Background: an optimization exercise with open tools, aiming at small area and a short achievable clock period. Do not read the settings as production practice.
At most, simulation tests tie the RTL to the original design; equivalence was not proved.
Function not checked in runs 1 to 3: the RTL went through the layout flow alone.
Power is estimated from default activity; no workload was simulated.

==> flow/config.mk <==
export PLATFORM = sky130hd
export DESIGN_NAME = tod_core
export DESIGN_NICKNAME = tod_core
export VERILOG_FILES = /design/flow/design.v
export SDC_FILE = /design/flow/constraint.sdc
export NUM_CORES = 4
export LEC_CHECK = 0
export CAP_MARGIN = 20
export CORE_MARGIN = 2
export CORE_UTILIZATION = 55
export CTS_BUF_LIST = sky130_fd_sc_hd__clkbuf_4 sky130_fd_sc_hd__clkbuf_8
export SLEW_MARGIN = 20
==> flow/constraint.sdc <==
create_clock -name core_clock -period 18.0 [get_ports {clk}]
set_input_delay 3.6000 -clock core_clock [delete_from_list [all_inputs] [get_ports {clk}]]
set_output_delay 3.6000 -clock core_clock [all_outputs]
set_load 0.01 [all_outputs]
==> flow/design.v <==
module tod_core #(parameter TIME_WIDTH_SUB_NS=20, TIME_WIDTH_NS=32, TIME_WIDTH_SEC=48) (
    input clk,
    input rst_n,
    input set_init_time,  
    input set_offset_time,  
    input plus_offset_time,  
    input wire [TIME_WIDTH_SUB_NS-1:0] init_time_sub_ns,
    input wire [TIME_WIDTH_NS-1:0] init_time_ns,
    input wire [TIME_WIDTH_SEC-1:0] init_time_sec,
    input wire [TIME_WIDTH_SUB_NS-1:0] offset_time_sub_ns,
    input wire [TIME_WIDTH_NS-1:0] offset_time_ns,  
    input wire [TIME_WIDTH_SUB_NS-1:0] incr_time_sub_ns,
    input wire [TIME_WIDTH_NS-1:0] incr_time_ns,
    output reg [TIME_WIDTH_SUB_NS-1:0] time_sub_ns,
    output reg [TIME_WIDTH_NS-1:0] time_ns,
    output reg [TIME_WIDTH_SEC-1:0] time_sec
);
localparam W = TIME_WIDTH_SUB_NS + TIME_WIDTH_NS;    
localparam LW = TIME_WIDTH_SUB_NS + 9;                 
localparam HW = W - LW;                                
localparam [HW-1:0] KP = 23'd1953125;                  
localparam [HW-1:0] KM = -23'd1953125;
wire minus = set_offset_time & ~plus_offset_time;
wire [W-1:0] a = {time_ns, time_sub_ns};
wire [W-1:0] b = {incr_time_ns, incr_time_sub_ns};
wire [W-1:0] c = {W{set_offset_time}} & ({offset_time_ns, offset_time_sub_ns} ^ {W{minus}});
wire [W-1:0] x = a ^ b ^ c;
wire [W-1:0] y = {(a[W-2:0] & b[W-2:0]) | (a[W-2:0] & c[W-2:0]) | (b[W-2:0] & c[W-2:0]), 1'b0};
wire [LW-1:0] lo;
wire c9;
tod_add_lo u_lo (.a(x[LW-1:0]), .b(y[LW-1:0]), .cin(minus), .s(lo), .cout(c9));
wire [HW-1:0] xu = x[W-1:LW];
wire [HW-1:0] yu = y[W-1:LW];
wire low = minus & ({1'b0, time_ns[29:28]} + {1'b0, incr_time_ns[29:28]} <= {1'b0, offset_time_ns[29:28]});
wire [HW-1:0] ks = low ? KP : KM;         
wire [HW-1:0] xk = xu ^ yu ^ ks;
wire [HW-1:0] yk = {(xu[HW-2:0] & yu[HW-2:0]) | (xu[HW-2:0] & ks[HW-2:0]) | (yu[HW-2:0] & ks[HW-2:0]), 1'b0};
wire [HW-1:0] u0, uk;
wire co0, cok;
tod_add_hi u_h0 (.a(xu), .b(yu), .cin(c9), .s(u0), .cout(co0));
tod_add_hi u_hk (.a(xk), .b(yk), .cin(c9), .s(uk), .cout(cok));
wire sec_dec = low & u0[HW-1];            
wire sec_adv = ~low & ~uk[HW-1];          
wire [TIME_WIDTH_SEC-1:0] ones, zeros;
assign ones[0] = 1'b1;
assign zeros[0] = 1'b1;
genvar k;
generate for (k = 1; k < TIME_WIDTH_SEC; k = k + 1) begin : g_pre
    assign ones[k] = ones[k-1] & time_sec[k-1];
    assign zeros[k] = zeros[k-1] & ~time_sec[k-1];
end endgenerate
wire ld = set_init_time;
wire adv_n = sec_adv & ~ld;
wire dec_n = sec_dec & ~ld;
wire [TIME_WIDTH_SEC-1:0] sec_q = ld ? init_time_sec : time_sec;
wire [TIME_WIDTH_SEC-1:0] sec_tn;        
genvar j;
generate for (j = 0; j < TIME_WIDTH_SEC; j = j + 1) begin : g_sfin
    tod_aoi22 u_t (.a1(adv_n), .a2(ones[j]), .b1(dec_n), .b2(zeros[j]), .y(sec_tn[j]));
end endgenerate
wire [TIME_WIDTH_SEC-1:0] sec_nxt = ~(sec_q ^ sec_tn);
wire use_k = (sec_dec | sec_adv) & ~ld;
wire use_0 = ~(sec_dec | sec_adv) & ~ld;
wire [HW-1:0] ns_hi_n;
generate for (j = 0; j < HW; j = j + 1) begin : g_nfin
    tod_aoi222 u_m (.a1(use_k), .a2(uk[j]), .b1(use_0), .b2(u0[j]), .c1(ld), .c2(init_time_ns[9+j]), .y(ns_hi_n[j]));
end endgenerate
wire [HW-1:0] ns_hi_nxt = ~ns_hi_n;
always @(posedge clk or negedge rst_n) begin
    if (!rst_n) begin
        time_sub_ns <= {TIME_WIDTH_SUB_NS{1'b0}};
        time_ns <= {TIME_WIDTH_NS{1'b0}};
        time_sec <= {TIME_WIDTH_SEC{1'b0}};
    end
    else begin
        time_sub_ns <= ld ? init_time_sub_ns : lo[TIME_WIDTH_SUB_NS-1:0];
        time_ns <= {ns_hi_nxt, ld ? init_time_ns[8:0] : lo[LW-1:TIME_WIDTH_SUB_NS]};
        time_sec <= sec_nxt;
    end
end
endmodule
module tod_add_lo (input [28:0] a, input [28:0] b, input cin, output [28:0] s, output cout);
wire [28:0] p = a ^ b;
wire [28:0] gn = ~(a & b);
wire [28:0] pn = ~(a ^ b);
wire w1 = ~cin;
wire w2;
tod_oai21 uw2 (.a1(pn[0]), .a2(w1), .b1(gn[0]), .y(w2));
wire w3;
tod_oai21 uw3 (.a1(pn[2]), .a2(gn[1]), .b1(gn[2]), .y(w3));
wire w4;
tod_nor2 uw4 (.a(pn[2]), .b(pn[1]), .y(w4));
wire w5;
tod_oai21 uw5 (.a1(pn[4]), .a2(gn[3]), .b1(gn[4]), .y(w5));
wire w6;
tod_nor2 uw6 (.a(pn[4]), .b(pn[3]), .y(w6));
wire w7;
tod_oai21 uw7 (.a1(pn[6]), .a2(gn[5]), .b1(gn[6]), .y(w7));
wire w8;
tod_nor2 uw8 (.a(pn[6]), .b(pn[5]), .y(w8));
wire w9;
tod_oai21 uw9 (.a1(pn[8]), .a2(gn[7]), .b1(gn[8]), .y(w9));
wire w10;
tod_nor2 uw10 (.a(pn[8]), .b(pn[7]), .y(w10));
wire w11;
tod_oai21 uw11 (.a1(pn[10]), .a2(gn[9]), .b1(gn[10]), .y(w11));
wire w12;
tod_nor2 uw12 (.a(pn[10]), .b(pn[9]), .y(w12));
wire w13;
tod_oai21 uw13 (.a1(pn[12]), .a2(gn[11]), .b1(gn[12]), .y(w13));
wire w14;
tod_nor2 uw14 (.a(pn[12]), .b(pn[11]), .y(w14));
wire w15;
tod_oai21 uw15 (.a1(pn[14]), .a2(gn[13]), .b1(gn[14]), .y(w15));
wire w16;
tod_nor2 uw16 (.a(pn[14]), .b(pn[13]), .y(w16));
wire w17;
tod_oai21 uw17 (.a1(pn[16]), .a2(gn[15]), .b1(gn[16]), .y(w17));
wire w18;
tod_nor2 uw18 (.a(pn[16]), .b(pn[15]), .y(w18));
wire w19;
tod_oai21 uw19 (.a1(pn[18]), .a2(gn[17]), .b1(gn[18]), .y(w19));
wire w20;
tod_nor2 uw20 (.a(pn[18]), .b(pn[17]), .y(w20));
wire w21;
tod_oai21 uw21 (.a1(pn[20]), .a2(gn[19]), .b1(gn[20]), .y(w21));
wire w22;
tod_nor2 uw22 (.a(pn[20]), .b(pn[19]), .y(w22));
wire w23;
tod_oai21 uw23 (.a1(pn[22]), .a2(gn[21]), .b1(gn[22]), .y(w23));
wire w24;
tod_nor2 uw24 (.a(pn[22]), .b(pn[21]), .y(w24));
wire w25;
tod_oai21 uw25 (.a1(pn[24]), .a2(gn[23]), .b1(gn[24]), .y(w25));
wire w26;
tod_nor2 uw26 (.a(pn[24]), .b(pn[23]), .y(w26));
wire w27;
tod_oai21 uw27 (.a1(pn[26]), .a2(gn[25]), .b1(gn[26]), .y(w27));
wire w28;
tod_nor2 uw28 (.a(pn[26]), .b(pn[25]), .y(w28));
wire w29;
tod_oai21 uw29 (.a1(pn[28]), .a2(gn[27]), .b1(gn[28]), .y(w29));
wire w30;
tod_nor2 uw30 (.a(pn[28]), .b(pn[27]), .y(w30));
wire w31;
tod_aoi21 uw31 (.a1(w4), .a2(w2), .b1(w3), .y(w31));
wire w32;
tod_aoi21 uw32 (.a1(w8), .a2(w5), .b1(w7), .y(w32));
wire w33;
tod_nand2 uw33 (.a(w8), .b(w6), .y(w33));
wire w34;
tod_aoi21 uw34 (.a1(w12), .a2(w9), .b1(w11), .y(w34));
wire w35;
tod_nand2 uw35 (.a(w12), .b(w10), .y(w35));
wire w36;
tod_aoi21 uw36 (.a1(w16), .a2(w13), .b1(w15), .y(w36));
wire w37;
tod_nand2 uw37 (.a(w16), .b(w14), .y(w37));
wire w38;
tod_aoi21 uw38 (.a1(w20), .a2(w17), .b1(w19), .y(w38));
wire w39;
tod_nand2 uw39 (.a(w20), .b(w18), .y(w39));
wire w40;
tod_aoi21 uw40 (.a1(w24), .a2(w21), .b1(w23), .y(w40));
wire w41;
tod_nand2 uw41 (.a(w24), .b(w22), .y(w41));
wire w42;
tod_aoi21 uw42 (.a1(w28), .a2(w25), .b1(w27), .y(w42));
wire w43;
tod_nand2 uw43 (.a(w28), .b(w26), .y(w43));
wire w44;
tod_oai21 uw44 (.a1(w33), .a2(w31), .b1(w32), .y(w44));
wire w45;
tod_oai21 uw45 (.a1(w37), .a2(w34), .b1(w36), .y(w45));
wire w46;
tod_nor2 uw46 (.a(w37), .b(w35), .y(w46));
wire w47;
tod_oai21 uw47 (.a1(w41), .a2(w38), .b1(w40), .y(w47));
wire w48;
tod_nor2 uw48 (.a(w41), .b(w39), .y(w48));
wire w49;
tod_aoi21 uw49 (.a1(w46), .a2(w44), .b1(w45), .y(w49));
wire w50 = ~w49;
wire w51;
tod_aoi21 uw51 (.a1(w48), .a2(w50), .b1(w47), .y(w51));
wire w52 = ~w44;
wire w53;
tod_oai21 uw53 (.a1(w35), .a2(w52), .b1(w34), .y(w53));
wire w54;
tod_oai21 uw54 (.a1(w39), .a2(w49), .b1(w38), .y(w54));
wire w55;
tod_oai21 uw55 (.a1(w43), .a2(w51), .b1(w42), .y(w55));
wire w56 = ~w31;
wire w57;
tod_aoi21 uw57 (.a1(w6), .a2(w56), .b1(w5), .y(w57));
wire w58;
tod_aoi21 uw58 (.a1(w10), .a2(w44), .b1(w9), .y(w58));
wire w59;
tod_aoi21 uw59 (.a1(w14), .a2(w53), .b1(w13), .y(w59));
wire w60;
tod_aoi21 uw60 (.a1(w18), .a2(w50), .b1(w17), .y(w60));
wire w61;
tod_aoi21 uw61 (.a1(w22), .a2(w54), .b1(w21), .y(w61));
wire w62 = ~w51;
wire w63;
tod_aoi21 uw63 (.a1(w26), .a2(w62), .b1(w25), .y(w63));
wire w64;
tod_aoi21 uw64 (.a1(w30), .a2(w55), .b1(w29), .y(w64));
wire w65 = ~w2;
wire w66;
tod_oai21 uw66 (.a1(pn[1]), .a2(w65), .b1(gn[1]), .y(w66));
wire w67;
tod_oai21 uw67 (.a1(pn[3]), .a2(w31), .b1(gn[3]), .y(w67));
wire w68;
tod_oai21 uw68 (.a1(pn[5]), .a2(w57), .b1(gn[5]), .y(w68));
wire w69;
tod_oai21 uw69 (.a1(pn[7]), .a2(w52), .b1(gn[7]), .y(w69));
wire w70;
tod_oai21 uw70 (.a1(pn[9]), .a2(w58), .b1(gn[9]), .y(w70));
wire w71 = ~w53;
wire w72;
tod_oai21 uw72 (.a1(pn[11]), .a2(w71), .b1(gn[11]), .y(w72));
wire w73;
tod_oai21 uw73 (.a1(pn[13]), .a2(w59), .b1(gn[13]), .y(w73));
wire w74;
tod_oai21 uw74 (.a1(pn[15]), .a2(w49), .b1(gn[15]), .y(w74));
wire w75;
tod_oai21 uw75 (.a1(pn[17]), .a2(w60), .b1(gn[17]), .y(w75));
wire w76 = ~w54;
wire w77;
tod_oai21 uw77 (.a1(pn[19]), .a2(w76), .b1(gn[19]), .y(w77));
wire w78;
tod_oai21 uw78 (.a1(pn[21]), .a2(w61), .b1(gn[21]), .y(w78));
wire w79;
tod_oai21 uw79 (.a1(pn[23]), .a2(w51), .b1(gn[23]), .y(w79));
wire w80;
tod_oai21 uw80 (.a1(pn[25]), .a2(w63), .b1(gn[25]), .y(w80));
wire w81 = ~w55;
wire w82;
tod_oai21 uw82 (.a1(pn[27]), .a2(w81), .b1(gn[27]), .y(w82));
wire [29:0] cy;
assign cy[0] = cin;
assign cy[1] = w2;
assign cy[2] = w66;
assign cy[3] = ~w31;
assign cy[4] = w67;
assign cy[5] = ~w57;
assign cy[6] = w68;
assign cy[7] = w44;
assign cy[8] = w69;
assign cy[9] = ~w58;
assign cy[10] = w70;
assign cy[11] = w53;
assign cy[12] = w72;
assign cy[13] = ~w59;
assign cy[14] = w73;
assign cy[15] = ~w49;
assign cy[16] = w74;
assign cy[17] = ~w60;
assign cy[18] = w75;
assign cy[19] = w54;
assign cy[20] = w77;
assign cy[21] = ~w61;
assign cy[22] = w78;
assign cy[23] = ~w51;
assign cy[24] = w79;
assign cy[25] = ~w63;
assign cy[26] = w80;
assign cy[27] = w55;
assign cy[28] = w82;
assign cy[29] = ~w64;
assign s = p ^ cy[28:0];
assign cout = cy[29];
endmodule
module tod_add_hi (input [22:0] a, input [22:0] b, input cin, output [22:0] s, output cout);
wire [22:0] p = a ^ b;
wire [22:0] gn = ~(a & b);
wire [22:0] pn = ~(a ^ b);
wire w1;
tod_oai21 uw1 (.a1(pn[1]), .a2(gn[0]), .b1(gn[1]), .y(w1));
wire w2;
tod_nor2 uw2 (.a(pn[1]), .b(pn[0]), .y(w2));
wire w3;
tod_oai21 uw3 (.a1(pn[3]), .a2(gn[2]), .b1(gn[3]), .y(w3));
wire w4;
tod_nor2 uw4 (.a(pn[3]), .b(pn[2]), .y(w4));
wire w5;
tod_oai21 uw5 (.a1(pn[5]), .a2(gn[4]), .b1(gn[5]), .y(w5));
wire w6;
tod_nor2 uw6 (.a(pn[5]), .b(pn[4]), .y(w6));
wire w7;
tod_oai21 uw7 (.a1(pn[7]), .a2(gn[6]), .b1(gn[7]), .y(w7));
wire w8;
tod_nor2 uw8 (.a(pn[7]), .b(pn[6]), .y(w8));
wire w9;
tod_oai21 uw9 (.a1(pn[9]), .a2(gn[8]), .b1(gn[9]), .y(w9));
wire w10;
tod_nor2 uw10 (.a(pn[9]), .b(pn[8]), .y(w10));
wire w11;
tod_oai21 uw11 (.a1(pn[11]), .a2(gn[10]), .b1(gn[11]), .y(w11));
wire w12;
tod_nor2 uw12 (.a(pn[11]), .b(pn[10]), .y(w12));
wire w13;
tod_oai21 uw13 (.a1(pn[13]), .a2(gn[12]), .b1(gn[13]), .y(w13));
wire w14;
tod_nor2 uw14 (.a(pn[13]), .b(pn[12]), .y(w14));
wire w15;
tod_oai21 uw15 (.a1(pn[15]), .a2(gn[14]), .b1(gn[15]), .y(w15));
wire w16;
tod_nor2 uw16 (.a(pn[15]), .b(pn[14]), .y(w16));
wire w17;
tod_oai21 uw17 (.a1(pn[17]), .a2(gn[16]), .b1(gn[17]), .y(w17));
wire w18;
tod_nor2 uw18 (.a(pn[17]), .b(pn[16]), .y(w18));
wire w19;
tod_oai21 uw19 (.a1(pn[19]), .a2(gn[18]), .b1(gn[19]), .y(w19));
wire w20;
tod_nor2 uw20 (.a(pn[19]), .b(pn[18]), .y(w20));
wire w21;
tod_oai21 uw21 (.a1(pn[21]), .a2(gn[20]), .b1(gn[21]), .y(w21));
wire w22;
tod_nor2 uw22 (.a(pn[21]), .b(pn[20]), .y(w22));
wire w23;
tod_aoi21 uw23 (.a1(w4), .a2(w1), .b1(w3), .y(w23));
wire w24;
tod_nand2 uw24 (.a(w4), .b(w2), .y(w24));
wire w25;
tod_aoi21 uw25 (.a1(w8), .a2(w5), .b1(w7), .y(w25));
wire w26;
tod_nand2 uw26 (.a(w8), .b(w6), .y(w26));
wire w27;
tod_aoi21 uw27 (.a1(w12), .a2(w9), .b1(w11), .y(w27));
wire w28;
tod_nand2 uw28 (.a(w12), .b(w10), .y(w28));
wire w29;
tod_aoi21 uw29 (.a1(w16), .a2(w13), .b1(w15), .y(w29));
wire w30;
tod_nand2 uw30 (.a(w16), .b(w14), .y(w30));
wire w31;
tod_aoi21 uw31 (.a1(w20), .a2(w17), .b1(w19), .y(w31));
wire w32;
tod_nand2 uw32 (.a(w20), .b(w18), .y(w32));
wire w33;
tod_oai21 uw33 (.a1(w26), .a2(w23), .b1(w25), .y(w33));
wire w34;
tod_nor2 uw34 (.a(w26), .b(w24), .y(w34));
wire w35;
tod_oai21 uw35 (.a1(w30), .a2(w27), .b1(w29), .y(w35));
wire w36;
tod_nor2 uw36 (.a(w30), .b(w28), .y(w36));
wire w37;
tod_aoi21 uw37 (.a1(w36), .a2(w33), .b1(w35), .y(w37));
wire w38;
tod_nand2 uw38 (.a(w36), .b(w34), .y(w38));
wire w39 = ~w33;
wire w40;
tod_oai21 uw40 (.a1(w28), .a2(w39), .b1(w27), .y(w40));
wire w41 = ~w34;
wire w42;
tod_nor2 uw42 (.a(w28), .b(w41), .y(w42));
wire w43;
tod_oai21 uw43 (.a1(w32), .a2(w37), .b1(w31), .y(w43));
wire w44;
tod_nor2 uw44 (.a(w32), .b(w38), .y(w44));
wire w45 = ~w23;
wire w46;
tod_aoi21 uw46 (.a1(w6), .a2(w45), .b1(w5), .y(w46));
wire w47 = ~w24;
wire w48;
tod_nand2 uw48 (.a(w6), .b(w47), .y(w48));
wire w49;
tod_aoi21 uw49 (.a1(w10), .a2(w33), .b1(w9), .y(w49));
wire w50;
tod_nand2 uw50 (.a(w10), .b(w34), .y(w50));
wire w51;
tod_aoi21 uw51 (.a1(w14), .a2(w40), .b1(w13), .y(w51));
wire w52;
tod_nand2 uw52 (.a(w14), .b(w42), .y(w52));
wire w53 = ~w37;
wire w54;
tod_aoi21 uw54 (.a1(w18), .a2(w53), .b1(w17), .y(w54));
wire w55 = ~w38;
wire w56;
tod_nand2 uw56 (.a(w18), .b(w55), .y(w56));
wire w57;
tod_aoi21 uw57 (.a1(w22), .a2(w43), .b1(w21), .y(w57));
wire w58;
tod_nand2 uw58 (.a(w22), .b(w44), .y(w58));
wire w59 = ~w1;
wire w60;
tod_oai21 uw60 (.a1(pn[2]), .a2(w59), .b1(gn[2]), .y(w60));
wire w61 = ~w2;
wire w62;
tod_nor2 uw62 (.a(pn[2]), .b(w61), .y(w62));
wire w63;
tod_oai21 uw63 (.a1(pn[4]), .a2(w23), .b1(gn[4]), .y(w63));
wire w64;
tod_nor2 uw64 (.a(pn[4]), .b(w24), .y(w64));
wire w65;
tod_oai21 uw65 (.a1(pn[6]), .a2(w46), .b1(gn[6]), .y(w65));
wire w66;
tod_nor2 uw66 (.a(pn[6]), .b(w48), .y(w66));
wire w67;
tod_oai21 uw67 (.a1(pn[8]), .a2(w39), .b1(gn[8]), .y(w67));
wire w68;
tod_nor2 uw68 (.a(pn[8]), .b(w41), .y(w68));
wire w69;
tod_oai21 uw69 (.a1(pn[10]), .a2(w49), .b1(gn[10]), .y(w69));
wire w70;
tod_nor2 uw70 (.a(pn[10]), .b(w50), .y(w70));
wire w71 = ~w40;
wire w72;
tod_oai21 uw72 (.a1(pn[12]), .a2(w71), .b1(gn[12]), .y(w72));
wire w73 = ~w42;
wire w74;
tod_nor2 uw74 (.a(pn[12]), .b(w73), .y(w74));
wire w75;
tod_oai21 uw75 (.a1(pn[14]), .a2(w51), .b1(gn[14]), .y(w75));
wire w76;
tod_nor2 uw76 (.a(pn[14]), .b(w52), .y(w76));
wire w77;
tod_oai21 uw77 (.a1(pn[16]), .a2(w37), .b1(gn[16]), .y(w77));
wire w78;
tod_nor2 uw78 (.a(pn[16]), .b(w38), .y(w78));
wire w79;
tod_oai21 uw79 (.a1(pn[18]), .a2(w54), .b1(gn[18]), .y(w79));
wire w80;
tod_nor2 uw80 (.a(pn[18]), .b(w56), .y(w80));
wire w81 = ~w43;
wire w82;
tod_oai21 uw82 (.a1(pn[20]), .a2(w81), .b1(gn[20]), .y(w82));
wire w83 = ~w44;
wire w84;
tod_nor2 uw84 (.a(pn[20]), .b(w83), .y(w84));
wire w85;
tod_oai21 uw85 (.a1(pn[22]), .a2(w57), .b1(gn[22]), .y(w85));
wire w86;
tod_nor2 uw86 (.a(pn[22]), .b(w58), .y(w86));
wire [23:0] cy;
assign cy[0] = cin;
wire w87 = ~cin;
wire w88;
tod_oai21 uw88 (.a1(pn[0]), .a2(w87), .b1(gn[0]), .y(w88));
assign cy[1] = w88;
wire w89;
tod_aoi21 uw89 (.a1(w2), .a2(cin), .b1(w1), .y(w89));
assign cy[2] = ~w89;
wire w90;
tod_aoi21 uw90 (.a1(w62), .a2(cin), .b1(w60), .y(w90));
assign cy[3] = ~w90;
wire w91;
tod_oai21 uw91 (.a1(w24), .a2(w87), .b1(w23), .y(w91));
assign cy[4] = w91;
wire w92;
tod_aoi21 uw92 (.a1(w64), .a2(cin), .b1(w63), .y(w92));
assign cy[5] = ~w92;
wire w93;
tod_oai21 uw93 (.a1(w48), .a2(w87), .b1(w46), .y(w93));
assign cy[6] = w93;
wire w94;
tod_aoi21 uw94 (.a1(w66), .a2(cin), .b1(w65), .y(w94));
assign cy[7] = ~w94;
wire w95;
tod_aoi21 uw95 (.a1(w34), .a2(cin), .b1(w33), .y(w95));
assign cy[8] = ~w95;
wire w96;
tod_aoi21 uw96 (.a1(w68), .a2(cin), .b1(w67), .y(w96));
assign cy[9] = ~w96;
wire w97;
tod_oai21 uw97 (.a1(w50), .a2(w87), .b1(w49), .y(w97));
assign cy[10] = w97;
wire w98;
tod_aoi21 uw98 (.a1(w70), .a2(cin), .b1(w69), .y(w98));
assign cy[11] = ~w98;
wire w99;
tod_aoi21 uw99 (.a1(w42), .a2(cin), .b1(w40), .y(w99));
assign cy[12] = ~w99;
wire w100;
tod_aoi21 uw100 (.a1(w74), .a2(cin), .b1(w72), .y(w100));
assign cy[13] = ~w100;
wire w101;
tod_oai21 uw101 (.a1(w52), .a2(w87), .b1(w51), .y(w101));
assign cy[14] = w101;
wire w102;
tod_aoi21 uw102 (.a1(w76), .a2(cin), .b1(w75), .y(w102));
assign cy[15] = ~w102;
wire w103;
tod_oai21 uw103 (.a1(w38), .a2(w87), .b1(w37), .y(w103));
assign cy[16] = w103;
wire w104;
tod_aoi21 uw104 (.a1(w78), .a2(cin), .b1(w77), .y(w104));
assign cy[17] = ~w104;
wire w105;
tod_oai21 uw105 (.a1(w56), .a2(w87), .b1(w54), .y(w105));
assign cy[18] = w105;
wire w106;
tod_aoi21 uw106 (.a1(w80), .a2(cin), .b1(w79), .y(w106));
assign cy[19] = ~w106;
wire w107;
tod_aoi21 uw107 (.a1(w44), .a2(cin), .b1(w43), .y(w107));
assign cy[20] = ~w107;
wire w108;
tod_aoi21 uw108 (.a1(w84), .a2(cin), .b1(w82), .y(w108));
assign cy[21] = ~w108;
wire w109;
tod_oai21 uw109 (.a1(w58), .a2(w87), .b1(w57), .y(w109));
assign cy[22] = w109;
wire w110;
tod_aoi21 uw110 (.a1(w86), .a2(cin), .b1(w85), .y(w110));
assign cy[23] = ~w110;
assign s = p ^ cy[22:0];
assign cout = cy[23];
endmodule
module tod_aoi21 (input a1, input a2, input b1, output y);
assign y = ~((a1 & a2) | b1);
endmodule
module tod_oai21 (input a1, input a2, input b1, output y);
assign y = ~((a1 | a2) & b1);
endmodule
module tod_nand2 (input a, input b, output y);
assign y = ~(a & b);
endmodule
module tod_nor2 (input a, input b, output y);
assign y = ~(a | b);
endmodule
module tod_aoi22 (input a1, input a2, input b1, input b2, output y);
assign y = ~((a1 & a2) | (b1 & b2));
endmodule
module tod_aoi222 (input a1, input a2, input b1, input b2, input c1, input c2, output y);
assign y = ~((a1 & a2) | (b1 & b2) | (c1 & c2));
endmodule
==> flow/flow/run.sh <==
#!/bin/bash
# The standard layout (standard.sh), with three changes to how it is made:
# - synthesis maps all logic with flow/abc.script, an area-oriented ABC script (see flow/synth.tcl);
# - the port buffers use the smallest buffer cell instead of buffer_ports' default;
# - repair_timing works towards a setup slack of 10 ns at the design's clock period.
# The output of every step goes to standard.log here (ORFS's own per-step logs stay in orfs/logs).
set -euo pipefail
export FLOW_ABC_SCRIPT=$PWD/flow/abc.script
bash standard.sh SYNTH_SCRIPT=$PWD/flow/synth.tcl "BUFFER_PORTS_ARGS=-buffer_cell sky130_fd_sc_hd__buf_1" SETUP_SLACK_MARGIN=10 "SYNTH_KEEP_MODULES=tod_aoi21 tod_oai21 tod_nand2 tod_nor2 tod_aoi22 tod_aoi222" finish > standard.log 2>&1
==> flow/flow/abc.script <==
&get -n
&st
&dch -f
&nf -a
&put
==> flow/flow/synth.tcl <==
# synth_recipe.tcl (the standard synthesis) with two changes: ABC maps with
# flow/abc.script in place of ORFS's abc_speed.script, and full and half adders
# are not extracted into fa/ha cells first (ABC maps that logic with the rest).
# Everything else, including the register names and cells, is as in the
# standard synthesis.
proc synth {args} { yosys synth -nofsm -noshare {*}$args }
proc extract_fa {args} { }
proc abc {args} {
  set i [lsearch -exact $args -script]
  if { $i >= 0 } {
    set args [lreplace $args [expr {$i + 1}] [expr {$i + 1}] $::env(FLOW_ABC_SCRIPT)]
  }
  yosys abc {*}$args
}
source $::env(SCRIPTS_DIR)/synth.tcl
# left out here: clear keep_hierarchy, flatten, clean up, hide names made inside functions, write 1_2_yosys.v
==> flow/standard.sh <==
#!/bin/bash
# synth_recipe.tcl (not shown) runs the flow's synth.tcl, then flattens the netlist and writes it again
# the make line also repeats each setting of config.mk as NAME=value (left out here)
make -C /OpenROAD-flow-scripts/flow DESIGN_CONFIG=/design/flow/config.mk WORK_HOME=/design/flow/orfs CLKGATE_MAP_FILE= SYNTH_SCRIPT=/design/flow/synth_recipe.tcl "${@:-finish}"
==> results list, run 1 <==
* Final clock period utilization by the worst path: between 40% and 50%
- Clock latency on the worst-skew pair: approximately 0.40 ns
- Net count, final: ~2.0k
- Switching fraction of total power: about 55%
* Arrival @ worst endpoint: roughly 8.0 ns
* Die boundary width: about 140 um
- The detailed router placed roughly 11k vias in this run.
- Largest net degree at the start of global routing: 60
- Vias per std cell: around 5.5
- Summing internal, switching and leakage power gives ~0.0024 W.
- The core region is 18600 um2.
- Sequential elements use 24.0% of the synthesized area.
- The final number of hold-violating endpoints is 0.
- Die Area: about 20000 um2
- DRC errors left: 0
* Storage element area: between 2000 and 3000 um2
- Global-route wire length before repair: between 40000 and 50000 um
* Total number of yosys warnings: 1
- The clock network accounts for under 10% of the total power.
* Count of pins on the block boundary: between 300 and 400
- Counting flops with a built-in enable in the synthesized netlist gives 0.
* Min-Delay Path Class: reg2reg
* Number of input and output port buffers inserted: between 300 and 400
* Total count of max-transition violations in the final report: 0
* WP data required: 18.27 ns
- The worst setup path is captured at a register.
- Number of levels in the clock H-tree: 3
- The cell sitting at the root of the clock tree is a clkbuf_8.
- Fraction of post-synthesis cell area in the top cell type by area: around a quarter
- The library cell used most frequently in the layout, excluding fill and tap cells, is nand2_1.
- Clock tree synthesis inserted a total of 9 buffers.
- Power per cell area: approximately 190 nW/um2
* GRT Overall Usage: 29.5%
* P_int: roughly 0.0011 W
- GR Overflow Total: 0
- Proportion of layout cells with a drive suffix above 1: under 10%
- Pre-Repair DR Iteration Count: 6
* Wire length after detailed routing: slightly above 30000 um
* Clock-pin slew of the registers on the worst-case setup and hold paths: 0.11 ns
- Worst Setup Path Type: reg2reg
- In this run the vertical extent of the chip is between 100 and 150 um.
* Leakage power summed over all cells: between 4 and 5 nW
* Switching Power: between 0.001 and 0.0015 W
* Element type at the critical path start: register
- The flow ran to the end and the layout has no timing, DRC or antenna violations.
- The floorplan has 50 rows.
- In this run, post-CTS hold repair placed 0 buffers.
* Area growth from synthesis to layout: 20.9%
- Across the routed clock network, the largest skew measured is roughly 0.021 ns.
* Buffers from clock root to sink, at most: 2
- For the finished layout, the period the worst path requires is 7.73 ns.
- The worst-case IR drop observed on VDD is a little under 0.00009 V.
- RSZ-0062 raised after global routing: false
- Largest fanout of any net on the critical path: 6
- The detailed router finished its first iteration with 692 violations.
- Filler Cells Inserted: about 1.7k
- Largest area contributor in the synthesized netlist: dfrtp_1
* Final total negative setup slack: 0 ns
* Number of cells produced by synthesis: around 1.4k
- Tightest Pin Transition: approximately 0.80 ns
* Total standard cell area after synthesis: around 10000 um2
* Count of unique library cells instantiated by Yosys: 28
- Among all flip-flop cells after synthesis, the most frequent one is dfrtp_1.
- Async SR Flop Fraction: 100%
* Highest Clock Rate: approximately 130 MHz
- Setup violations remaining at the end of the flow were counted as 0.
- Once the floorplan was initialized, standard cells occupied 56.0% of the core.
- Once detail routing completed, the nets flagged for antenna violations numbered 0.
- Via count of the first global-routing pass: 10.4k
- TritonCTS built the clock tree.
- Part of the power in combinational logic: between 70% and 80%
- A synthesized cell averages 7.24 um2.
- Number of antenna violations at the first check in global routing: 2
- Most frequent cells in the layout: 305 x nand2_1, 304 x buf_1, 197 x xnor2_1
* RD Place Congestion: between 0.8 and 0.9
- In this run, synthesis produced a sequential element count of 100.
- Ranked by total cell area, the synthesized netlist is headed by dfrtp_1 24%, xnor2_1 17%, nand2_1 11%, xor2_1 8.8%, o21ai_0 8.7%.
* Clk sinks: 100
- WL per Instance: about 15 um
- In this run, flip-flops and latches consume around 16% of the power.
- The tool flagged a number of max-cap violations equal to 0.
- Slew margin rel.: a little under half
- Area of the multi-input gates: 7950 um2
- The wire-length estimate of the detail-placed layout is around 22000 um.
## per-stage QoR
step	worst slack [ns]	hold WS, ns	utilization (%)	instance area [um2]	instances
2_1_floorplan	10.02	0.618	-	10500	1447
3_3_place_gp	7.76	0.621	64.4	12000	1995
3_5_place_dp	7.83	0.636	64.5	12000	1996
4_1_cts	10.01	0.661	66.5	12400	2020
5_1_grt	9.99	0.705	67.7	12600	2028
6_report	10.27	0.677	67.7	12600	2029
## critical path, cell delays in order (launching register included)
cell and delay, ns:
dfrtp_1 0.45, or4_4 0.58, nor4_4 0.21, or4b_4 0.54, nor4_2 0.21, nand2b_1 0.17, or4_1 0.49, or4_1 0.50
or4_1 0.51, or4_4 0.49, or4_1 0.49, or4_1 0.49, or4_1 0.50, or4_1 0.51, or4_4 0.48, or4_4 0.47
nor4_1 0.21, a22oi_1 0.13, xor2_1 0.18
## cell usage after synthesis, drive strengths merged (2+ instances only)
| master | count |
|---|---|
| a21o | 2 |
| and4 | 14 |
| mux2i | 48 |
| xnor2 | 200 |
| or4 | 11 |
| nor4 | 3 |
| dfrtp | 100 |
| o21ai | 181 |
| a222oi | 23 |
| nand3 | 4 |
| nand2b | 12 |
| and2 | 18 |
| nor3 | 16 |
| xor2 | 105 |
| or2 | 29 |
| clkinv | 76 |
| a22oi | 48 |
| a21oi | 67 |
| nor2 | 127 |
| and3 | 17 |
| nand2 | 307 |
| nor2b | 29 |
## path summary, 6_finish.rpt
path | start | end | slack, ns | cells past startpoint
worst max register to register | time_sec[2]$_DFF_PN0_ | time_sec[47]$_DFF_PN0_ | 10.27 | 18
worst min register to register | time_sec[43]$_DFF_PN0_ | time_sec[43]$_DFF_PN0_ | 0.68 | 2
max in group asynchronous | rst_n | time_ns[29]$_DFF_PN0_ | 13.51 | 2
worst max-delay path | time_sec[2]$_DFF_PN0_ | time_sec[47]$_DFF_PN0_ | 10.27 | 18
worst min-delay path | time_sec[43]$_DFF_PN0_ | time_sec[43]$_DFF_PN0_ | 0.68 | 2
min in group asynchronous | rst_n | time_sec[6]$_DFF_PN0_ | 3.24 | 1
## Yosys stat by module (local to each module, per instance)
module / times used / area [um2]
tod_aoi21: 66 / 5.00
tod_aoi22: 48 / 7.51
tod_oai21: 101 / 5.00
tod_nor2: 66 / 3.75
tod_core: 1 / 8660
tod_nand2: 28 / 3.75
tod_aoi222: 23 / 10.0
## layout make-up
cell class              count  area share (%)
diodes                      1          0.0198
clock buffers               9           0.982
clock inverters             7           0.387
inverters                  76            2.27
multi-input cells        1275            63.0
flip-flops and latches    100            19.8
well taps                 234            2.32
repair buffers            327            11.2
## state kept, by name, summed over array words and instances (netlist names)
name / cells
time_sec: 48
time_sub_ns: 20
time_ns: 32
## metal layers
metal  GRT usage [%]  routed length, um  vias up
li1                -                  -     5605
met1            36.8              13400     5087
met2            52.2              14900      350
met3            5.06               2050       34
met4            8.95                531        0
met5               0                  0        -
## power by group through the flow
stage | sequential (W) | clock (W) | combinational [W]
6_report | 0.000388 | 0.000145 | 0.00183
5_1_grt | 0.000401 | 0.000156 | 0.00203
4_1_cts | 0.000385 | 0.000148 | 0.00176
3_5_place_dp | 0.000388 | 0 | 0.00169
3_3_place_gp | 0.000387 | 0 | 0.00165
2_1_floorplan | 0.000409 | 0 | 0.00127
## logic make-up (layout without fill, tap and decap cells)
group                      after synthesis  in the layout  share of synthesized area (%)
and+or+nand+nor                        589            594                           25.2
AOI/OAI and AO/OA                      322            322                           17.8
xor gates and xnor gates               305            305                           25.6
DFF                                    100            100                           24.0
buffers and inverters                   77            419                           2.80
muxes                                   48             48                           4.60
adders and majority gates                1              1                         0.0959
other                                    1              6                         0.0359
## repair_timing
action,4_1_cts,5_1_grt
buffers inserted,3,7
resized for setup,32,38
pin swaps,5,5
setup endpoints to repair,71,71
gates cloned,5,1
==> run 2, diff against run 1 <==
--- a/flow/flow/run.sh
+++ b/flow/flow/run.sh
@@ -3,6 +3,8 @@
 # - synthesis maps all logic with flow/abc.script, an area-oriented ABC script (see flow/synth.tcl);
 # - the port buffers use the smallest buffer cell instead of buffer_ports' default;
 # - repair_timing works towards a setup slack of 10 ns at the design's clock period.
+# - extra ORFS settings: "SYNTH_KEEP_MODULES=tod_aoi21 tod_oai21 tod_nand2 tod_nor2 tod_aoi22 tod_aoi222" (SYNTH_KEEP_MODULES keeps the one-gate blocks of
+#   rtl/tod_core.v apart in synthesis, so each maps to one library gate).
 # The output of every step goes to standard.log here (ORFS's own per-step logs stay in orfs/logs).
 set -euo pipefail
 export FLOW_ABC_SCRIPT=$PWD/flow/abc.script
--- a/flow/config.mk
+++ b/flow/config.mk
@@ -7,6 +7,5 @@
 export LEC_CHECK = 0
 export CAP_MARGIN = 20
 export CORE_MARGIN = 2
-export CORE_UTILIZATION = 55
-export CTS_BUF_LIST = sky130_fd_sc_hd__clkbuf_4 sky130_fd_sc_hd__clkbuf_8
+export CORE_UTILIZATION = 70
 export SLEW_MARGIN = 20
==> results list, run 2 <==
* EDFF count, synth: 0 (unchanged)
- Yosys attributes the largest share of cell area to dfrtp_1 24%, xnor2_1 17%, nand2_1 11%, xor2_1 8.8%, o21ai_0 8.7%.
- The power density normalized to cell area is 204 nW/um2 (+9.1%).
- Clock-pin slew of the registers on the worst-case setup and hold paths: 0.08 ns (-0.03 ns)
* Min-Delay Path Class: reg2reg
- The wire length on met3 was 3920 um (+92%).
* Pre-Repair DR Iteration Count: 8 (+2)
- The worst-case setup slack after placement came to 8.07 ns (+0.239 ns).
* Final clock period utilization by the worst path: 45.5% (+2.6 points)
* Endpoint of the lowest-slack register-to-register path: time_sec[47]$_DFF_PN0_
- The total power is 0.00260 W (+10%).
* Most frequent cells in the layout: 304 x nand2_1, 304 x buf_1, 195 x xnor2_1
- Period minus WS final: 8.19 ns (+0.464 ns)
- Area inside the core boundary: 14500 um2 (-22%)
* HPWL after detailed placement: 22400 um (+1.8%)
- First-iteration detailed-routing DRC count: 1493 (+120%)
- Die Area: 15900 um2 (-21%)
* Number of cells produced by synthesis: 1443 (unchanged)
- WP data required: 18.21 ns (-0.06 ns)
* Number of cells traversed by the worst register-to-register path: 18 (unchanged)
- The vertical die dimension was 126 um (-11%).
* Number of buffers created by CTS: 9 (unchanged)
- Highest Clock Rate: 122 MHz (-5.7%)
- Clk Tree Root Cell: clkbuf_16
- Biggest register: time_sec
- The worst setup path is launched from an input port.
- Leakage power summed over all cells: 4.90 nW (+2.3%)
- The wire length of the first global-routing pass is 52200 um (+7.5%).
- The slowest stage of the critical path is the a222oi_1 cell.
- The number of antenna violations at the first check in global routing came to 0 (-2).
- Kind of end point of the critical path: register
- Uppermost metal layer occupied by signal nets: met4
* Reg2Reg Setup Slack: 10.15 ns (-0.12 ns)
- Async SR Flop Fraction: 100% (unchanged)
- Count of unique library cells instantiated by Yosys: 28 (unchanged)
* Worst Setup Path Type: in2reg
- Final-report hold violation count: 0 (unchanged)
- WL per Instance: 18.1 um (+19%)
- Setup skew after layout: 0.0116 ns (-0.00966 ns)
- Final total negative setup slack: 0 ns (unchanged)
- The synthesized area is 10400 um2 (unchanged).
- Slew margin rel.: 33.0% (-14 points)
- The largest total area in the synthesized netlist belongs to dfrtp_1.
* DRC errors left: 0 (unchanged)
- Fraction of the yosys area taken by sequential cells: 24.0% (unchanged)
* Number of input and output port buffers inserted: 308 (unchanged)
- The final standard cell count with taps included and fillers excluded came to 1992 (-1.8%).
- Via count of the first global-routing pass: 11.4k (+9.6%)
- The cell row count was 44 (-12%).
- The sum of overflow across all layers after global routing came to 0 (unchanged).
- TritonCTS clock tree: built
* Total count of max-transition violations in the final report: 0 (unchanged)
* GRT Overall Usage: 39.9% (+10 points)
* Wire length after detailed routing: 36000 um (+17%)
- In this design, the critical path's most frequently occurring cell is nand2_1.
- The initial core utilization is 71.8% (+16 points).
- The warning count from the yosys run came to 1 (unchanged).
* Number of maximum-capacitance violations: 0 (unchanged)
- The total number of vias is 12.5k (+13%).
- The most common cell in the synthesized netlist is nand2_1.
- The maximum number of pins on one net before global-route repair came to 72 (+20%).
- Inserted Diodes: 0 (-1)
- The count of nets left with antenna violations after detail routing is 0 (unchanged).
- Net count, final: 2012 (+0.70%)
- The routability congestion estimate came to 0.923 (+5.3%).
- Worst Hold End: time_sec[47]$_DFF_PN0_
- Fraction of post-synthesis cell area in the top cell type by area: 24.0% (unchanged)
- The final design area excluding fillers is 12700 um2 (+1.0%).
- Clk sinks: 100 (unchanged)
- Placed Cells: 1943 (-2.7%)
- The arrival time of the worst setup path came to 8.40 ns (+0.41 ns).
* Met1 wire length: 13000 um (-3.0%)
- Buffers from clock root to sink, at most: 2 (unchanged)
- The setup-violating endpoint count in the final report was 0 (unchanged).
* Placed standard-cell area: 11900 um2 (-0.87%)
- Peak ir drop on the vdd network: 0.000110 V (+25%)
* Synthesized area per cell: 7.24 um2 (unchanged)
- The average via count per standard cell is 6.26 (+15%).
- Largest registers: time_sec: 48 flops, time_ns: 32 flops, time_sub_ns: 20 flops
- The worst path setup slack after routing is 9.81 ns (-0.464 ns).
- Among all flip-flop cells after synthesis, the most frequent one is dfrtp_1.
* Launching point of the worst reg2reg path: time_sec[2]$_DFF_PN0_
* Clock latency on the worst-skew pair: 0.37 ns (-0.03 ns)
* Depth of the worst hold-timing path: 2 (unchanged)
- Die boundary width: 126 um (-11%)
- The number of I/O pins was 309 (unchanged).
- Number of levels in the clock H-tree: 3 (unchanged)
- HP Start: time_sec[47]$_DFF_PN0_
- Yosys reg bits: 100 (unchanged)
* Most numerous cell types in the synthesized netlist: 307 x nand2_1, 200 x xnor2_1, 181 x o21ai_0
* RSZ-0062 raised after global routing: true
- The flow ran to the end and the layout has no timing, DRC or antenna violations.
- The area growth from synthesis to layout is 22.1%.
- Proportion of layout cells with a drive suffix above 1: 5.20% (+0.63 points)
* Number of flip-flops in the largest register: 48 (unchanged)
- Tightest Pin Transition: 1.01 ns (+0.208 ns)
- Delay of the slowest critical-path stage: 0.57 ns (about the same)
- The met2 wire length is 17000 um (+14%).
- Largest fanout of any net on the critical path: 9 (+3)
[run 2: cell types whose count changed in the layout (fill, tap and decap cells not counted), sizes merged]
cell	change
buf	+10
clkbuf	+3
clkinv	-1
diode	-1
nor2	+2
[run 2: stage by stage]
stage | hold slack [ns] | utilization [%]
2_1_floorplan | 0.618 | -
3_3_place_gp | 0.568 | 82.0
3_5_place_dp | 0.601 | 82.0
4_1_cts | 0.618 | 85.3
5_1_grt | 0.650 | 87.7
6_report | 0.618 | 87.7
[run 2: kinds of logic (layout without fill, tap and decap cells)]
logic type                 count (synthesis)  in the layout  synth area share, %
AOI/OAI and AO/OA                        322            322                 17.8
muxes                                     48             48                 4.60
buffers and inverters                     77            431                 2.80
adders and majority gates                  1              1               0.0959
and+or+nand+nor                          589            596                 25.2
DFF                                      100            100                 24.0
other                                      1              5               0.0359
xor gates and xnor gates                 305            305                 25.6
[run 2: Yosys stat by module, one instance, submodules excluded]
module | copies in the design | area, um2
tod_aoi222 | 23 | 10.0
tod_oai21 | 101 | 5.00
tod_aoi21 | 66 | 5.00
tod_aoi22 | 48 | 7.51
tod_nand2 | 28 | 3.75
tod_core | 1 | 8660
tod_nor2 | 66 | 3.75
[run 2: layout make-up]
class	instances	area [um2]
Tap cell	184	230
Timing Repair Buffer	339	1500
Clock buffer	10	229
Inverter	76	287
Multi-Input combinational cell	1277	7940
Clock inverter	6	58.8
Fill cell	859	1790
Sequential cell	100	2500
[run 2: worst max-delay path: cells and delay by family]
kind / cells / cell delay (ns)
buf+inv: 4 / 0.59
compound gates: 10 / 2.04
simple gates: 10 / 1.67
xor+xnor: 2 / 0.46
[run 2: per-layer routing]
layer,track usage (%),up-vias
met3,7.69,216
met5,0,-
met1,46.0,5732
met2,68.8,893
li1,-,5630
met4,23.5,0
[run 2: report_power, final]
group,internal (W),total (W),switching (W)
sequential,0.000307,0.000391,0.0000838
combinational,0.000742,0.00201,0.00127
clock,0.0000969,0.000200,0.000103
total,0.00115,0.00260,0.00145
[run 2: worst max-delay path by stage]
stage	start	endpoint	cells past startpoint
2_1_floorplan	incr_time_ns[28]	time_sec[0]$_DFF_PN0_	20
3_3_place_gp	plus_offset_time	time_sec[24]$_DFF_PN0_	21
3_5_place_dp	plus_offset_time	time_sec[21]$_DFF_PN0_	21
4_1_cts	time_sec[2]$_DFF_PN0_	time_sec[47]$_DFF_PN0_	18
5_1_grt	incr_time_ns[28]	time_ns[30]$_DFF_PN0_	26
6_report	incr_time_ns[28]	time_ns[30]$_DFF_PN0_	26
[run 2: repair_timing]
| action | 4_1_cts | 5_1_grt |
|---|---|---|
| cloned | 6 | 3 |
| resized for setup | 28 | 31 |
| pin swaps | 7 | 14 |
| endpoints found under the setup margin | 71 | 71 |
| hold buffers | 0 | 0 |
| setup buffers | 2 | 22 |
==> run 3, diff against run 2 <==
--- a/flow/config.mk
+++ b/flow/config.mk
@@ -7,5 +7,5 @@
 export LEC_CHECK = 0
 export CAP_MARGIN = 20
 export CORE_MARGIN = 2
-export CORE_UTILIZATION = 70
+export CORE_UTILIZATION = 55
 export SLEW_MARGIN = 20
==> results list, run 3 <==
* Largest registers: time_sec: 48 flops, time_ns: 32 flops, time_sub_ns: 20 flops
* Post-layout instance count excluding filler cells: 2035 (+2.2%)
- The global router's overall resource usage was 29.5% (-10 points).
- The number of buffers added to fix hold violations after cts was 0 (unchanged).
- DRC errors left: 0 (unchanged)
* Yosys reg bits: 100 (unchanged)
* Die boundary width: 142 um (+12%)
- The iteration count of the initial detailed-routing pass came to 5 (-3).
* Leading cell types by total area after synthesis: dfrtp_1 24%, xnor2_1 17%, nand2_1 11%, xor2_1 8.8%, o21ai_0 8.7%
- Largest fanout of any net on the critical path: 6 (-3)
- Met1 wire length: 13400 um (+3.2%)
- Clock latency on the worst-skew pair: 0.36 ns (about the same)
- Leakage power summed over all cells: 4.87 nW (-0.62%)
- Number of levels in the clock H-tree: 3 (unchanged)
* Most frequent cell after synthesis: nand2_1
* Critical path launch point: time_sec[2]$_DFF_PN0_
- The worst slew margin relative to its limit came to 48.3% (+15 points).
- Async SR Flop Fraction: 100% (unchanged)
- The register with the most flip-flops in the final layout is time_sec.
- The maximum number of pins on one net before global-route repair is 60 (-17%).
- Power per cell area: 190 nW/um2 (-7.1%)
- Tightest Pin Transition: 0.776 ns (-0.229 ns)
* Number of cells produced by synthesis: 1443 (unchanged)
- The detailed router's first-iteration violation count was 660 (-56%).
* Element type at the critical path start: register
- The post-synthesis sequential area ratio is 24.0% (unchanged).
- GR Overflow Total: 0 (unchanged)
* Cell with the biggest individual delay on the critical path: or4_4
* Count of pins on the block boundary: 309 (unchanged)
- Clk Tree Root Cell: clkbuf_16
- The maximum frequency from static timing analysis came to 129 MHz (+6.0%).
- Launching point of the worst reg2reg path: time_sec[2]$_DFF_PN0_
- The worst clock skew was 0.0174 ns (+0.00576 ns).
- The wire length on met3 came to 2100 um (-46%).
- Total number of yosys warnings: 1 (unchanged)
* Reg2Reg Setup Slack: 10.27 ns (+0.12 ns)
- Number of cells traversed by the worst register-to-register path: 18 (unchanged)
- Number of routed nets with antenna violations: 0 (unchanged)
- Arrival @ worst endpoint: 7.96 ns (-0.44 ns)
- HPWL after detailed placement: 22000 um (-1.8%)
- The via count of the first global-routing pass is 10.4k (-8.6%).
* Die Area: 20100 um2 (+26%)
- Worst Setup Path Type: reg2reg
* Total setup violations reported at the end of the flow: 0 (unchanged)
* Most frequent cells in the layout: 305 x nand2_1, 304 x buf_1, 196 x xnor2_1
* Min-Delay Path Class: reg2reg
- Filler Cells Inserted: 1709 (+99%)
* Area inside the core boundary: 18600 um2 (+28%)
- The run finished with no timing, DRC or antenna violations.
- The synthesized area is 10400 um2 (unchanged).
* RD Place Congestion: 0.877 (-5.0%)
- Number of flip-flops in the largest register: 48 (unchanged)
- The mean area per synthesized cell is 7.24 um2 (unchanged).
- Most numerous cell types in the synthesized netlist: 307 x nand2_1, 200 x xnor2_1, 181 x o21ai_0
- Clk sinks: 100 (unchanged)
- The cell family contributing the most delay on the critical path is simple AND/OR/NAND/NOR gates.
- RSZ-0062 raised after global routing: false
- Area of the multi-input gates: 7950 um2 (+0.11%)
* Initial cell density of the core: 56.0% (-16 points)
* Via count of the routed design: 11.1k (-11%)
- Fraction of post-synthesis cell area in the top cell type by area: 24.0% (unchanged)
- The stage delay of the slowest cell on the critical path is 0.58 ns (about the same).
- Area growth from synthesis to layout: 22.2%
* Height of the die: 142 um (+12%)
- STA classifies the critical path endpoint as a register.
- The required time at the worst-slack endpoint was 18.23 ns (+0.02 ns).
- The count of cell instances traversed by the critical path was 18 (-31%).
- Walking the worst path, the cells encountered are or4_4 -> nor4_4 -> or4b_4 -> nor4_2 -> nand2b_1 -> or4_1 -> or4_1 -> or4_1 -> or4_4 -> or4_1 -> or4_1 -> or4_1 -> or4_1 -> or4_4 -> or4_4 -> nor4_1 -> a22oi_1 -> xor2_1.
- In the synthesized netlist the dominant register cell turns out to be dfrtp_1.
- The met2 wire length is 14800 um (-13%).
- The worst path buffer plus inverter count is 0 (-4).
- WL per Instance: 15.2 um (-16%)
- The sequential cell area was 2500 um2 (unchanged).
- The final number of hold-violating endpoints was 0 (unchanged).
- Number of maximum-capacitance violations: 0 (unchanged)
- The endpoint identified for the worst register-to-register timing path is time_sec[47]$_DFF_PN0_.
- TritonCTS clock tree: built
* Count of unique library cells instantiated by Yosys: 28 (unchanged)
- After detailed routing, no signal wire sits above met4.
- The number of cells after detailed placement came to 1996 (+2.7%).
- Proportion of layout cells with a drive suffix above 1: 4.94% (-0.25 points)
- Buffers from clock root to sink, at most: 2 (unchanged)
* Wire length after detailed routing: 30900 um (-14%)
- The final net count was 2004 (-0.40%).
* Global-route wire length before repair: 48500 um (-7.1%)
* Vias per std cell: 5.45 (-13%)
- The clock slew at the register clock pins of the worst setup and hold paths came to 0.08 ns (about the same).
- Final clock period utilization by the worst path: 42.9% (-2.6 points)
- Number of buffers created by CTS: 9 (unchanged)
* Peak ir drop on the vdd network: 0.0000902 V (-18%)
- Final total negative setup slack: 0 ns (unchanged)
- Final core utilization: 68.4% (-19 points)
* Cell with the most instances on the worst path: or4_1
- The number of antenna violations at the first check in global routing is 2 (+2).
- The minimum period implied by the final worst setup slack came to 7.73 ns (-0.463 ns).
- Number of input and output port buffers inserted: 308 (unchanged)
- Worst Setup EP: time_sec[47]$_DFF_PN0_
* Std cell rows: 50 (+14%)
- The biggest area contributor in the post-synthesis netlist is dfrtp_1.
- The number of flops mapped to enable cells by yosys is 0 (unchanged).
- Most frequent standard cell in the layout excluding fill and tap cells: nand2_1
* Total count of max-transition violations in the final report: 0 (unchanged)
-- run 3: cell counts after synthesis --
Identical to the previous run, type by type.
-- run 3: metal layers --
layer | global-route usage [%] | up-vias
met3 | 5.30 | 47
met5 | 0 | -
li1 | - | 5601
met1 | 36.8 | 5099
met2 | 51.7 | 351
met4 | 9.68 | 0
-- run 3: kinds of logic after synthesis --
kind of cell	share of synthesized area, %
AND/OR/NAND/NOR	25.2
AO/OA/AOI/OAI	17.8
XOR/XNOR	25.6
flip-flops	24.0
buffers and inverters	2.80
multiplexers	4.60
adder cells (fa/ha/maj)	0.0959
other	0.0359
-- run 3: worst register-to-register path: cells and delay by family (launching register included) --
kind | cells | cell delay (ns)
AOI/OAI and AO/OA | 1 | 0.13
DFF | 1 | 0.44
and+or+nand+nor | 16 | 6.86
xor gates and xnor gates | 1 | 0.18
-- run 3: Yosys stat by module (local to each module, per instance), excerpt --
module      flip-flops and latches  times used  area (um2)  cells inside
tod_core                       100           1        8660          1111
tod_oai21                        0         101        5.00             1
tod_aoi22                        0          48        7.51             1
tod_aoi222                       0          23        10.0             1
tod_nand2                        0          28        3.75             1
tod_aoi21                        0          66        5.00             1
-- run 3: worst min path at each step --
stage	start	to	slack (ns)	cells past startpoint
final	time_sec[43]$_DFF_PN0_	time_sec[43]$_DFF_PN0_	0.66	2
after global routing	time_sec[43]$_DFF_PN0_	time_sec[43]$_DFF_PN0_	0.70	2
after CTS	time_sec[43]$_DFF_PN0_	time_sec[43]$_DFF_PN0_	0.65	2
after detailed placement	time_sec[43]$_DFF_PN0_	time_sec[43]$_DFF_PN0_	0.64	2
after global placement	time_sec[6]$_DFF_PN0_	time_sec[6]$_DFF_PN0_	0.62	2
after floorplan	time_sec[47]$_DFF_PN0_	time_sec[47]$_DFF_PN0_	0.62	2
-- run 3: stage by stage --
stage	power, W	hold WS, ns	area, um2	setup slack (ns)
floorplan	0.00168	0.618	10500	10.02
global placement	0.00204	0.621	12000	7.76
detailed placement	0.00208	0.636	12000	7.83
CTS	0.00234	0.654	12500	10.01
global route	0.00265	0.699	12800	9.96
finish	0.00242	0.662	12800	10.27
-- run 3: cell type report --
| class | count | share of cell area (%) |
|---|---|---|
| Clock inverter | 7 | 0.382 |
| Timing Repair Buffer | 334 | 11.4 |
| Multi-Input combinational cell | 1274 | 62.3 |
| Antenna cell | 1 | 0.0196 |
| Inverter | 76 | 2.25 |
| Tap cell | 234 | 2.29 |
| Sequential cell | 100 | 19.6 |
| Clock buffer | 9 | 1.76 |
-- run 3: power by group --
group	internal, W	switching [W]
Combinational	0.000716	0.00112
Clock	0.0000948	0.000100
Sequential	0.000307	0.0000815
Total	0.00112	0.00130
-- run 3: what timing repair did --
item | CTS | global route
buffers inserted | 2 | 15
endpoints found under the setup margin | 71 | 71
pin swaps | 6 | 7
gates cloned | 4 | 1
gates resized for setup | 33 | 39
==> run 4, diff against run 3 <==
--- a/flow/design.v
+++ b/flow/design.v
@@ -31,7 +31,9 @@
 tod_add_lo u_lo (.a(x[LW-1:0]), .b(y[LW-1:0]), .cin(minus), .s(lo), .cout(c9));
 wire [HW-1:0] xu = x[W-1:LW];
 wire [HW-1:0] yu = y[W-1:LW];
-wire low = minus & ({1'b0, time_ns[29:28]} + {1'b0, incr_time_ns[29:28]} <= {1'b0, offset_time_ns[29:28]});
+wire [1:0] ib = incr_time_ns[29:28];
+wire [1:0] io = offset_time_ns[29:28];
+wire low = minus & (time_ns[29] ? ({1'b0, ib} + 3'd2 <= {1'b0, io}) : (ib <= io));
 wire [HW-1:0] ks = low ? KP : KM;         
 wire [HW-1:0] xk = xu ^ yu ^ ks;
 wire [HW-1:0] yk = {(xu[HW-2:0] & yu[HW-2:0]) | (xu[HW-2:0] & ks[HW-2:0]) | (yu[HW-2:0] & ks[HW-2:0]), 1'b0};
@@ -82,7 +84,7 @@
 module tod_add_lo (input [28:0] a, input [28:0] b, input cin, output [28:0] s, output cout);
 wire [28:0] p = a ^ b;
 wire [28:0] gn = ~(a & b);
-wire [28:0] pn = ~(a ^ b);
+wire [28:0] pn = ~(a | b);    
 wire w1 = ~cin;
 wire w2;
 tod_oai21 uw2 (.a1(pn[0]), .a2(w1), .b1(gn[0]), .y(w2));
@@ -275,7 +277,7 @@
 module tod_add_hi (input [22:0] a, input [22:0] b, input cin, output [22:0] s, output cout);
 wire [22:0] p = a ^ b;
 wire [22:0] gn = ~(a & b);
-wire [22:0] pn = ~(a ^ b);
+wire [22:0] pn = ~(a | b);    
 wire w1;
 tod_oai21 uw1 (.a1(pn[1]), .a2(gn[0]), .b1(gn[1]), .y(w1));
 wire w2;
==> flow/flow/run.sh (replaced) <==
#!/bin/bash
# The standard layout (standard.sh), with three changes to how it is made:
# - synthesis maps all logic with flow/abc.script, an area-oriented ABC script (see flow/synth.tcl);
# - the port buffers use the smallest buffer cell instead of buffer_ports' default;
# - repair_timing works towards a setup slack of 10.35 ns at the design's clock period.
# - extra ORFS settings: "SYNTH_KEEP_MODULES=tod_aoi21 tod_oai21 tod_nand2 tod_nor2 tod_aoi22 tod_aoi222" (SYNTH_KEEP_MODULES keeps the one-gate blocks of
#   rtl/tod_core.v apart in synthesis, so each maps to one library gate).
# The output of every step goes to standard.log here (ORFS's own per-step logs stay in orfs/logs).
set -euo pipefail
export FLOW_ABC_SCRIPT=$PWD/flow/abc.script
bash standard.sh SYNTH_SCRIPT=$PWD/flow/synth.tcl "BUFFER_PORTS_ARGS=-buffer_cell sky130_fd_sc_hd__buf_1" SETUP_SLACK_MARGIN=10.35 "SYNTH_KEEP_MODULES=tod_aoi21 tod_oai21 tod_nand2 tod_nor2 tod_aoi22 tod_aoi222" finish > standard.log 2>&1
==> results list, run 4 <==
- Dominant synthesized flop cell: dfrtp_1
- Global-route wire length before repair: 50200 um (+3.5%)
- Tightest Pin Transition: 0.770 ns (-0.00569 ns)
* Total standard cell area after synthesis: 10500 um2 (+0.24%)
- The maximum frequency from static timing analysis came to 134 MHz (+3.9%).
- Cell with the most instances on the worst path: a21oi_4
- Final core utilization: 71.4% (+3.0 points)
* Final-report hold violation count: 0 (unchanged)
- Clk Tree Root Cell: clkbuf_16
- Status: timing/DRC/antenna clean
- The worst slew margin relative to its limit came to 48.7% (+0.38 points).
- Element type at the critical path start: input port
* Most frequent standard cell in the layout excluding fill and tap cells: buf_1
* GRT Overall Usage: 31.0% (+1.5 points)
- Via count of the first global-routing pass: 10.3k (-0.95%)
* Min-Delay Path Class: reg2reg
* Die boundary width: 142 um (+0.12%)
- Post-layout instance count excluding filler cells: 2070 (+1.7%)
- Net count, final: 2038 (+1.7%)
- Number of levels in the clock H-tree: 3 (unchanged)
- The detailed-placement wirelength estimate came to 22600 um (+2.8%).
- The cell row count was 50 (unchanged).
- Uppermost metal layer occupied by signal nets: met4
- Most frequent cell after synthesis: nand2_1
* Placed Cells: 2010 (+0.70%)
- Number of routed nets with antenna violations: 0 (unchanged)
* Delay of the slowest critical-path stage: 0.40 ns (-0.18 ns)
* Wire length after detailed routing: 33500 um (+8.2%)
* Largest area contributor in the synthesized netlist: dfrtp_1
- Pre-Repair DR Iteration Count: 6 (+1)
- The setup-violating endpoint count in the final report came to 0 (unchanged).
- Most frequent cells in the layout: 304 x buf_1, 228 x nand2_1, 179 x xnor2_1
* WL per Instance: 16.2 um (+6.4%)
- In the final layout, the registers with the most flip-flops are time_sec: 48 flops, time_ns: 32 flops, time_sub_ns: 20 flops.
* Total number of yosys warnings: 1 (unchanged)
- The mean area per synthesized cell was 7.19 um2 (-0.59%).
- TritonCTS built the clock tree.
- The average via count per standard cell was 5.55 (+1.7%).
- The maximum number of pins on one net before global-route repair came to 58 (-3.3%).
- Endpoint of the lowest-slack register-to-register path: time_sec[47]$_DFF_PN0_
* Number of input and output port buffers inserted: 308 (unchanged)
* Power per cell area: 196 nW/um2 (+3.2%)
- Area inside the core boundary: 18700 um2 (+0.34%)
- Peak ir drop on the vdd network: 0.0000985 V (+9.2%)
- Depth of the worst hold-timing path: 2 (unchanged)
- Largest fanout of any net on the critical path: 14 (+8)
- Kind of end point of the critical path: register
* Reg2Reg Setup Slack: 10.61 ns (+0.34 ns)
- The number of I/O pins was 309 (unchanged).
- Area growth from synthesis to layout: 27.7%
* Filler Cells Inserted: 1658 (-3.0%)
* Initial cell density of the core: 56.0% (about the same)
- Chain of cells forming the critical path: clkbuf_4 -> buf_12 -> buf_12 -> clkinv_8 -> o21ai_0 -> a21oi_1 -> maj3_1 -> nand2_1 -> o21ai_1 -> a21oi_2 -> o21ai_4 -> a21oi_4 -> inv_2 -> a21oi_4 -> o21ai_4 -> a21oi_4 -> o21ai_2 -> xnor2_1 -> xnor2_1 -> nand2b_4 -> a21oi_4 -> clkbuf_16 -> a222oi_1 -> clkinv_1
* Cell with the biggest individual delay on the critical path: a222oi_1
* Leakage power summed over all cells: 5.08 nW (+4.4%)
- Setup repair after global routing left no endpoint under its margin.
- The number of different library cells in the post-synthesis netlist was 28 (unchanged).
- Clock latency on the worst-skew pair: 0.37 ns (about the same)
- RD Place Congestion: 0.880 (+0.39%)
* First-iteration detailed-routing DRC count: 770 (+17%)
- The arrival time of the worst setup path is 7.69 ns (-0.27 ns).
- Number of flip-flops in the largest register: 48 (unchanged)
- Total count of max-transition violations in the final report: 0 (unchanged)
* Number of maximum-capacitance violations: 0 (unchanged)
- GR Overflow Total: 0 (unchanged)
- The area enclosed by the die boundary is 20100 um2 (+0.23%).
* Number of cells traversed by the worst register-to-register path: 18 (unchanged)
- The worst path setup slack after routing was 10.56 ns (+0.292 ns).
- Clk sinks: 100 (unchanged)
* Worst Hold End: time_sec[47]$_DFF_PN0_
- The sequential cell area is 2500 um2 (unchanged).
- Area of the multi-input gates: 8180 um2 (+3.0%)
- The register with the most flip-flops in the final layout is time_sec.
* Most numerous cell types in the synthesized netlist: 235 x nand2_1, 192 x xnor2_1, 187 x o21ai_0
- The gate count of the mapped netlist is 1455 (+0.83%).
- Final clock period utilization by the worst path: 41.3% (-1.6 points)
- Number of buffers created by CTS: 9 (unchanged)
- The startpoint identified for the worst hold timing path is time_sec[47]$_DFF_PN0_.
- Period minus WS final: 7.44 ns (-0.292 ns)
* DRC errors left: 0 (unchanged)
* Yosys reg bits: 100 (unchanged)
- CTS Hold Buffers Added: 0 (unchanged)
- The number of buffers between clock root and the deepest sink came to 2 (unchanged).
* Setup skew after layout: 0.0121 ns (-0.00528 ns)
* Fraction of post-synthesis cell area in the top cell type by area: 23.9% (-0.057 points)
- Setup Slack @ Placement: 8.58 ns (+0.751 ns)
- Final total negative setup slack: 0 ns (unchanged)
* Proportion of layout cells with a drive suffix above 1: 9.71% (+4.8 points)
- Met1 wire length: 13700 um (+2.6%)
* EDFF count, synth: 0 (unchanged)
- Fraction of the yosys area taken by sequential cells: 23.9% (-0.057 points)
* WP data required: 18.25 ns (+0.02 ns)
- Via count of the routed design: 11.5k (+3.5%)
- The clock slew at the register clock pins of the worst setup and hold paths is 0.08 ns (about the same).
- Met2 wire length: 16100 um (+8.8%)
- The async set or reset register ratio after synthesis was 100% (unchanged).
* Launching point of the worst reg2reg path: time_sec[2]$_DFF_PN0_
- The wire length on met3 was 2970 um (+41%).
* Number of antenna violations at the first check in global routing: 1 (-1)
* PnR Total Power: 0.00262 W (+8.0%)
- Leading cell types by total area after synthesis: dfrtp_1 24%, xnor2_1 16%, o21ai_0 8.9%, nand2_1 8.4%, xor2_1 6.0%
- Height of the die: 142 um (+0.12%)
- Worst Setup Path Type: in2reg
run 4: changes by cell type after synthesis, moves of 8 or more:
cell / before / now
nand2_1: 307 / 235
or2_0: 29 / 15
maj3_1: 1 / 14
xor2_1: 105 / 72
nand2b_1: 12 / 24
clkinv_1: 76 / 99
a21oi_1: 67 / 95
xnor2_1: 200 / 192
nor2b_1: 29 / 50
nor2_1: 127 / 157
run 4: final cells by class:
cell class              instances  share of cell area [%]
repair inverters                1                  0.0655
clock inverters                 7                   0.684
multi-input cells            1265                    61.3
repair buffers                353                    12.5
flip-flops and latches        100                    18.7
clock buffers                   9                    1.69
well taps                     234                    2.19
diodes                          2                  0.0375
inverters                      99                    2.89
run 4: per-module statistics from Yosys (local to each module, per instance):
module	times used	flip-flops and latches	cell area [um2]	cells inside
tod_aoi21	66	0	5.00	1
tod_nand2	28	0	3.75	1
tod_nor2	66	0	3.75	1
tod_aoi22	48	0	7.51	1
tod_oai21	101	0	5.00	1
tod_core	1	100	8690	1123
tod_aoi222	23	0	10.0	1
run 4: power breakdown:
| group | switching, W | internal [W] | total [W] |
|---|---|---|---|
| combinational | 0.00119 | 0.000828 | 0.00202 |
| sequential | 0.0000814 | 0.000306 | 0.000387 |
| clock | 0.000112 | 0.000100 | 0.000212 |
| total | 0.00138 | 0.00123 | 0.00262 |
run 4: worst max-delay path by stage:
stage / slack (ns) / cells past startpoint / to / start
6_report: 10.56 / 24 / time_ns[15]$_DFF_PN0_ / plus_offset_time
2_1_floorplan: 10.28 / 17 / time_sec[0]$_DFF_PN0_ / incr_time_ns[29]
3_3_place_gp: 8.78 / 22 / time_sec[28]$_DFF_PN0_ / plus_offset_time
4_1_cts: 10.37 / 18 / time_sec[47]$_DFF_PN0_ / time_sec[2]$_DFF_PN0_
5_1_grt: 10.34 / 25 / time_ns[28]$_DFF_PN0_ / plus_offset_time
3_5_place_dp: 8.58 / 22 / time_sec[16]$_DFF_PN0_ / plus_offset_time
run 4: logic make-up after synthesis:
kind of cell	Yosys count	synth area share, %
other	1	0.0358
AND/OR/NAND/NOR	572	25.0
adder cells (fa/ha/maj)	14	1.34
AO/OA/AOI/OAI	356	19.4
XOR/XNOR	264	22.1
flip-flops	100	23.9
buffers and inverters	100	3.62
multiplexers	48	4.59
run 4: worst max-delay path, delay by kind of cell:
kind / cells / cell delay [ns]
compound gates: 12 / 1.99
xor+xnor: 2 / 0.37
fa+ha+maj: 1 / 0.37
buf+inv: 7 / 0.99
simple gates: 2 / 0.31
run 4: metrics by stage:
step / instance area [um2] / hold WS [ns]
4_1_cts: 12600 / 0.626
6_report: 13400 / 0.625
3_5_place_dp: 12100 / 0.606
5_1_grt: 13400 / 0.640
2_1_floorplan: 10600 / 0.618
3_3_place_gp: 12100 / 0.606
run 4: what timing repair did:
item | CTS | global route
gates cloned | 6 | 6
resized for setup | 40 | 126
setup buffers | 2 | 28
pin swaps | 5 | 38
setup endpoints to repair | 71 | 71
run 4: routing by layer:
metal	global-route usage, %	vias up
li1	-	5737
met1	39.8	5262
met2	52.7	444
met3	6.93	41
met4	9.00	0
met5	0	-

Check on run 4: ideal ports give 10.562 ns setup slack; a clkbuf_16 on the clock port and buf_2 on the inputs give 10.584 ns; moving port delays by the midpoint clock arrival (0.415 ns) as well gives 10.169 ns.
